What follows belongs to an exercise in optimizing a design on an open flow for small area, a short achievable clock period and few clock cycles per item; a production flow would make more cautious choices. Function was checked by simulation only, so behaviour that the tests miss may differ from the original. Power and IR drop assume default switching activity.

==> run a: inputs <==
==> flow/design.v (excerpt) <==
module mips_arith (input  logic        clk,
                   input  logic        reset,
                   input  logic        start,
                   input  logic [3:0]  op,
                   input  logic [31:0] a,
                   input  logic [31:0] b,
                   output logic        ready,
                   output logic        done,
                   output logic [31:0] result,
                   output logic [31:0] result2);
==> flow/config.mk <==
export PLATFORM = sky130hd
export DESIGN_NAME = mips_arith
export DESIGN_NICKNAME = mips_arith
export VERILOG_FILES = /design/flow/design.v
export SDC_FILE = /design/flow/constraint.sdc
export NUM_CORES = 4
export LEC_CHECK = 0
export ABC_AREA = 1
export CAP_MARGIN = 20
export CORE_MARGIN = 2
export CORE_UTILIZATION = 50
export SLEW_MARGIN = 20
==> flow/constraint.sdc <==
create_clock -name core_clock -period 10.0 [get_ports {clk}]
set_input_delay 2.0000 -clock core_clock [delete_from_list [all_inputs] [get_ports {clk}]]
set_output_delay 2.0000 -clock core_clock [all_outputs]
set_load 0.01 [all_outputs]
standard.sh (not shown) runs the stock make flow with config.mk's settings and CLKGATE_MAP_FILE= SYNTH_SCRIPT=/design/flow/synth_recipe.tcl, a recipe that flattens the netlist after the stock synthesis.
==> flow/flow/run.sh <==
#!/bin/bash
set -euo pipefail
bash standard.sh SETUP_SLACK_MARGIN=6 finish > standard.log 2>&1
==> run b: changes against run a <==
--- a/flow/design.v
+++ b/flow/design.v
@@ -283,12 +283,11 @@
 logic        v2;
 logic [2:0]  k2;
 logic [1:0]  dph;
 logic [31:0] m_a, m_b;
 logic [7:0]  m_c;
-logic        f0, f1, f2, f3, m_ci;
-logic [1:0]  d3h;
+logic        f0, f1, f2;
 logic        is_div1;
 logic [2:0]  k1;
 assign is_div1 = (op1 == 4'd5);
 always_comb begin
 	case (op1)
@@ -297,17 +296,17 @@
 		4'd6, 4'd7: k1 = K_FADD;
 		4'd8:       k1 = K_FCMP;
 		default:    k1 = K_INC;    
 	endcase
 end
-logic [31:0] alu, alu_as;
-assign alu_as = a1 + (b1 ^ {32{op1[1]}}) + {31'b0, op1[1]};
+logic [31:0] alu;
 always_comb begin
 	case (op1[1:0])
-		2'b01:   alu = a1 & b1;
-		2'b10:   alu = ~a1;
-		default: alu = alu_as;
+		2'b00: alu = a1 + b1;
+		2'b01: alu = a1 & b1;
+		2'b10: alu = ~a1;
+		2'b11: alu = a1 - b1;
 	endcase
 end
 logic [7:0]  re;
 logic [54:0] rwide;
 logic [31:0] rint, rj;
@@ -339,69 +338,55 @@
 assign sh_in   = {isadd, sh_a ? a1[22:0] : b1[22:0]};
 assign unsh    = {isadd, sh_a ? b1[22:0] : a1[22:0]};
 assign sh_out  = sh_in >> ad;
 assign fx      = sh_a ? sh_out : unsh;
 assign fy      = sh_a ? unsh : sh_out;
-logic fsub1;
-assign fsub1   = ~isadd | (a1[31] ^ b1[31] ^ op1[0]);
 logic [31:0] ms, mc;
 int_mult multiply(.a(a1[15:0]), .b(b1[15:0]), .s(ms), .c(mc));
-logic [31:0] dn, dd, dsmear;
+logic [31:0] dn, dd;
 logic [5:0]  lzn, lzd;
 logic [6:0]  sdiff;
-logic        dz, dsingle;
+logic [4:0]  dsh;
+logic        dz;
 assign dn = a1[31] ? -a1 : a1;
 assign dd = b1[31] ? -b1 : b1;
 always_comb begin
 	lzn = 6'd32;
 	for (int i = 0; i < 32; i++) if (dn[i]) lzn = 6'(31 - i);
 	lzd = 6'd32;
 	for (int i = 0; i < 32; i++) if (dd[i]) lzd = 6'(31 - i);
 end
-assign dz      = (dd == 32'b0);
-assign sdiff   = {1'b0, lzd} - {1'b0, lzn};
-assign dsmear  = dd | (dd >> 1) | (dd >> 2) | (dd >> 3) | (dd >> 4) | (dd >> 5) |
-                 (dd >> 6) | (dd >> 7) | (dd >> 8) | (dd >> 9) | (dd >> 10) | (dd >> 11) |
-                 (dd >> 12) | (dd >> 13) | (dd >> 14) | (dd >> 15) | (dd >> 16) | (dd >> 17) |
-                 (dd >> 18) | (dd >> 19) | (dd >> 20) | (dd >> 21) | (dd >> 22) | (dd >> 23) |
-                 (dd >> 24) | (dd >> 25) | (dd >> 26) | (dd >> 27) | (dd >> 28) | (dd >> 29) |
-                 (dd >> 30) | (dd >> 31);
-assign dsingle = dz | ((dn & ~dsmear) == 32'b0);
-logic [31:0] ssum;
-assign ssum = m_a + m_b + {31'b0, m_ci};
-logic        dsub, dq, dlast;
-logic [31:0] dsum;
-assign dsub = ~((dph == D_FIN) & ~f1);
-assign {dq, dsum} = {1'b0, m_a} + {1'b0, m_b ^ {32{dsub}}} + {32'b0, dsub};
+assign dz    = (dd == 32'b0);
+assign sdiff = {1'b0, lzd} - {1'b0, lzn};
+assign dsh   = (dz | sdiff[6]) ? 5'd0 : sdiff[4:0];
+logic [32:0] dt;
+logic        dq, dlast;
+assign dt    = {1'b0, m_a} - {1'b0, m_b};
+assign dq    = ~dt[32];
 assign dlast = (m_c[4:0] == 5'd0);
-logic [33:0] dtb, dtc, dl3_load;
-logic [31:0] dl_load;
-logic        dq1, dq0;
-assign dtb      = {2'b0, m_a} - {1'b0, m_b, 1'b0};
-assign dtc      = {2'b0, m_a} - {d3h, result2};
-assign dq1      = ~dtb[33];
-assign dq0      = dq1 ? ~dtc[33] : dq;
-assign dl_load  = m_b << {m_c[4:1], 1'b0};
-assign dl3_load = {2'b0, dl_load} + {1'b0, dl_load, 1'b0};
 logic [31:0] qf, quo, ds, dsd, rem;
 assign qf  = f2 ? {31'h7fffffff, ~m_a[31]} : result;
 assign quo = f0 ? -qf : qf;
 assign ds  = {m_a[30], m_a[30:0]};
-assign dsd = {dsum[31] ^ m_a[31] ^ m_a[30], dsum[30:0]};
+assign dsd = f1 ? ds - m_b : ds + m_b;
 always_comb begin
 	if (f1) rem = m_a[30] ? ds : ((m_a[30:0] == 31'b0) ? 32'b0 : dsd);
 	else    rem = m_a[30] ? dsd : ds;
 end
-logic [24:0] fdyx, fres;
+logic [24:0] fxx, fyy, fsum, fdxy, fdyx, fres;
 logic        fd22, feff, fsign, fzero, fxy_eq;
 logic [31:0] fadd_out;
 logic [1:0]  fcmp_out;
-assign fdyx   = ~(m_a[24:0] + m_b[24:0]);
-assign fd22   = ssum[22];
-assign fxy_eq = &(m_a[23:0] ^ m_b[23:0]);
+assign fxx    = {1'b0, m_a[23:0]};
+assign fyy    = {1'b0, m_b[23:0]};
+assign fsum   = fxx + fyy;
+assign fdxy   = fxx - fyy;
+assign fdyx   = fyy - fxx;
+assign fd22   = fdxy[22];
+assign fxy_eq = (m_a[23:0] == m_b[23:0]);
 assign feff   = f0 ^ f1;
-assign fres   = (feff & fd22) ? fdyx : ssum[24:0];
+assign fres   = feff ? (fd22 ? fdyx : fdxy) : fsum;
 assign fsign  = feff ? (f0 ^ fd22) : f0;
 assign fzero  = feff ? fxy_eq : ((m_a[23:0] == 24'b0) && (m_b[23:0] == 24'b0));
 always_comb begin
 	if (fzero && f2)  fadd_out = 32'b0;
 	else if (fres[24]) fadd_out = {fsign, m_c + 8'd1, fres[23:1]};
@@ -416,97 +401,85 @@
 	endcase
 end
 logic [31:0] res_n;
 always_comb begin
 	case (k2)
-		K_MUL:   res_n = ssum;
+		K_MUL:   res_n = m_a + m_b;
 		K_FADD:  res_n = fadd_out;
 		K_FCMP:  res_n = {30'b0, fcmp_out};
 		K_DIV: begin
 			case (dph)
-				D_LOAD:  res_n = {31'b0, f3 & dq};
-				D_STEP:  res_n = {result[29:0], dq1, dq0};
+				D_LOAD:  res_n = 32'b0;
+				D_STEP:  res_n = {result[30:0], dq};
 				default: res_n = quo;
 			endcase
 		end
-		default: res_n = ssum;
+		default: res_n = m_a + {31'b0, f0};
 	endcase
 end
 logic mid_free;
 assign mid_free = (dph == D_NONE) || (dph == D_FIN);
 always_ff @(posedge clk) begin
 	op1 <= op;
 	a1  <= a;
 	b1  <= b;
 	result  <= res_n;
-	if ((k2 == K_DIV) & (dph == D_LOAD)) {d3h, result2} <= dl3_load;
-	else if ((k2 == K_DIV) & (dph == D_STEP)) {d3h, result2} <= {2'b0, d3h, result2[31:2]};
-	else result2 <= rem;
+	result2 <= rem;
 	if (reset) begin
 		rdy  <= 1'b1;
 		v1   <= 1'b0;
 		v2   <= 1'b0;
 		dph  <= D_NONE;
 		done <= 1'b0;
 	end
 	else begin
 		v1   <= start & rdy;
 		done <= v2 & ((k2 != K_DIV) | (dph == D_FIN));
-		rdy  <= ~(start & rdy & (op == 4'd5)) & ~(v1 & is_div1 & ~dsingle) &
-		        ~((dph == D_LOAD) & ~f3 & (m_c[4:1] != 4'd0)) &
-		        ~((dph == D_STEP) & (m_c[4:1] != 4'd0));
+		rdy  <= ~(start & rdy & (op == 4'd5)) & ~(v1 & is_div1) &
+		        ~((dph == D_LOAD) & (m_c[4:0] != 5'd0)) &
+		        ~((dph == D_STEP) & (m_c[4:0] > 5'd1));
 		if (mid_free) begin
 			v2  <= v1;
 			dph <= (v1 & is_div1) ? D_LOAD : D_NONE;
 		end
-		else if (dph == D_LOAD) dph <= f3 ? D_FIN : D_STEP;
-		else if (dlast) dph <= D_FIN;
+		else if (dph == D_LOAD) dph <= D_STEP;
+		else if (dlast)         dph <= D_FIN;
 	end
 	if (mid_free) begin
 		k2 <= k1;
 		case (k1)
 			K_MUL: begin
 				m_a <= ms;
 				m_b <= mc;
-				m_ci <= 1'b0;
 			end
 			K_FADD, K_FCMP: begin
 				m_a <= {8'b0, fx};
-				m_b <= {8'b0, fy} ^ {32{fsub1}};
-				m_ci <= fsub1;
+				m_b <= {8'b0, fy};
 				m_c <= greater ? eb : ea;
 				f0  <= a1[31];
 				f1  <= b1[31] ^ (isadd & op1[0]);
 				f2  <= (ea == eb);
 			end
 			K_DIV: begin
 				m_a <= dn;
 				m_b <= dd;
-				m_c <= {3'b0, sdiff[4:0]};
+				m_c <= {3'b0, dsh};
 				f0  <= a1[31] ^ b1[31];
 				f1  <= a1[31];
 				f2  <= dz;
-				f3  <= dsingle;
 			end
 			default: begin
 				m_a <= (op1 == 4'd9) ? rj : alu;
-				m_b <= 32'b0;
-				m_ci <= (op1 == 4'd9) & rcin;
+				f0  <= (op1 == 4'd9) & rcin;
 			end
 		endcase
 	end
 	else if (dph == D_LOAD) begin
-		if (f3) m_a <= dsum;
-		else begin
-			m_b <= dl_load;
-			m_c <= {4'b0, m_c[4:1]};
-		end
+		m_b <= m_b << m_c[4:0];
 	end
-	else if (dlast) m_a <= dq1 ? dtc[31:0] : dsum;
 	else begin
-		if (dq1) m_a <= dq0 ? dtc[31:0] : dtb[31:0];
-		else if (dq0) m_a <= dsum;
-		m_b <= m_b >> 2;
+		if (dq | dlast) m_a <= dt[31:0];
+		if (!dlast) m_b <= m_b >> 1;
 		m_c <= m_c - 8'd1;
 	end
 end
 endmodule
==> flow/run.sh (new file) <==
#!/bin/bash
# synth_recipe.tcl (not shown) runs the flow's synth.tcl, then flattens the netlist and writes it again
# the make line also repeats each setting of config.mk as NAME=value (left out here)
make -C /OpenROAD-flow-scripts/flow DESIGN_CONFIG=/design/flow/config.mk WORK_HOME=/design/flow/orfs CLKGATE_MAP_FILE= SYNTH_SCRIPT=/design/flow/synth_recipe.tcl finish
ABC_AREA = not set   (was 1)
CORE_UTILIZATION = 40   (was 50)
removed: flow/flow/run.sh
removed: flow/standard.sh
==> comparison <==
Run a finished clean. Run b ran to the end with no violations.
In count of clock-buffer cells in the layout, run a and run b do not differ.
In run b the combinational power is smaller than in run a, by about 27%.
Against run b, the via count of run a is higher by 29%.
Clock skew: run a is higher than run b (0.0012 ns).
==> figures <==
item                                                                                        run a                     run b
Layout-to-synthesis area ratio                                                             1.296x                    1.093x
Largest area contributor in the synthesized netlist                      sky130_fd_sc_hd__nand2_1     sky130_fd_sc_hd__ha_1
Sequential area share after synthesis                                                       13.9%                     14.5%
Met2 wire length                                                                         84900 µm                  72500 µm
End of the worst register-to-register path                                      m_b[14]$_DFFE_PP_         m_a[29]$_DFFE_PP_
Status                                                           no timing/DRC/antenna violations  no timing/DRC/antenna violations
Library cell contributing the largest single delay on the critical path     sky130_fd_sc_hd__fa_2  sky130_fd_sc_hd__o41ai_1
Layout non-clock buf frac                                                                   13.3%                     5.76%
Final worst path period need                                                              4.62 ns                   6.16 ns
Worst slack, placed                                                                       3.80 ns                   3.97 ns
Testbench counts of run a, summed over its fixed seeds: cycles 11,227, ops 8,000.
Testbench counts of run b, summed over its fixed seeds: cycles 13,808, ops 8,000.

==> re-timing with driven ports <==
In the flow no input, the clock included, has a driving cell. The finished layouts below were timed again as built, in two steps. Step 1 (the two cells are an assumption about what drives the block):
set clk [get_ports {clk}]
set_driving_cell -lib_cell sky130_fd_sc_hd__clkbuf_16 $clk
set_driving_cell -lib_cell sky130_fd_sc_hd__buf_2 [delete_from_list [all_inputs] $clk]
Step 2, shift: input delay + t, output delay - t, t = (earliest + latest rising clock arrival at the registers) / 2. This alone moves slack from input paths to output paths. Slacks: ideal / step 1 / step 2; pairs: ideal / step 1.
| run | t, ns | slack for setup (ns) | worst setup path at the end | worst slew at a driven data input, ns | pins driven straight from the clock port |
|---|---|---|---|---|---|
| run a | 0.700 | 5.378 / 5.378 / 5.378 | register to register | 0.06 | 1 |
| run b | 0.700 | 3.839 / 3.839 / 3.839 | register to register | 0.04 | 1 |
After both steps every run listed still meets setup and hold.
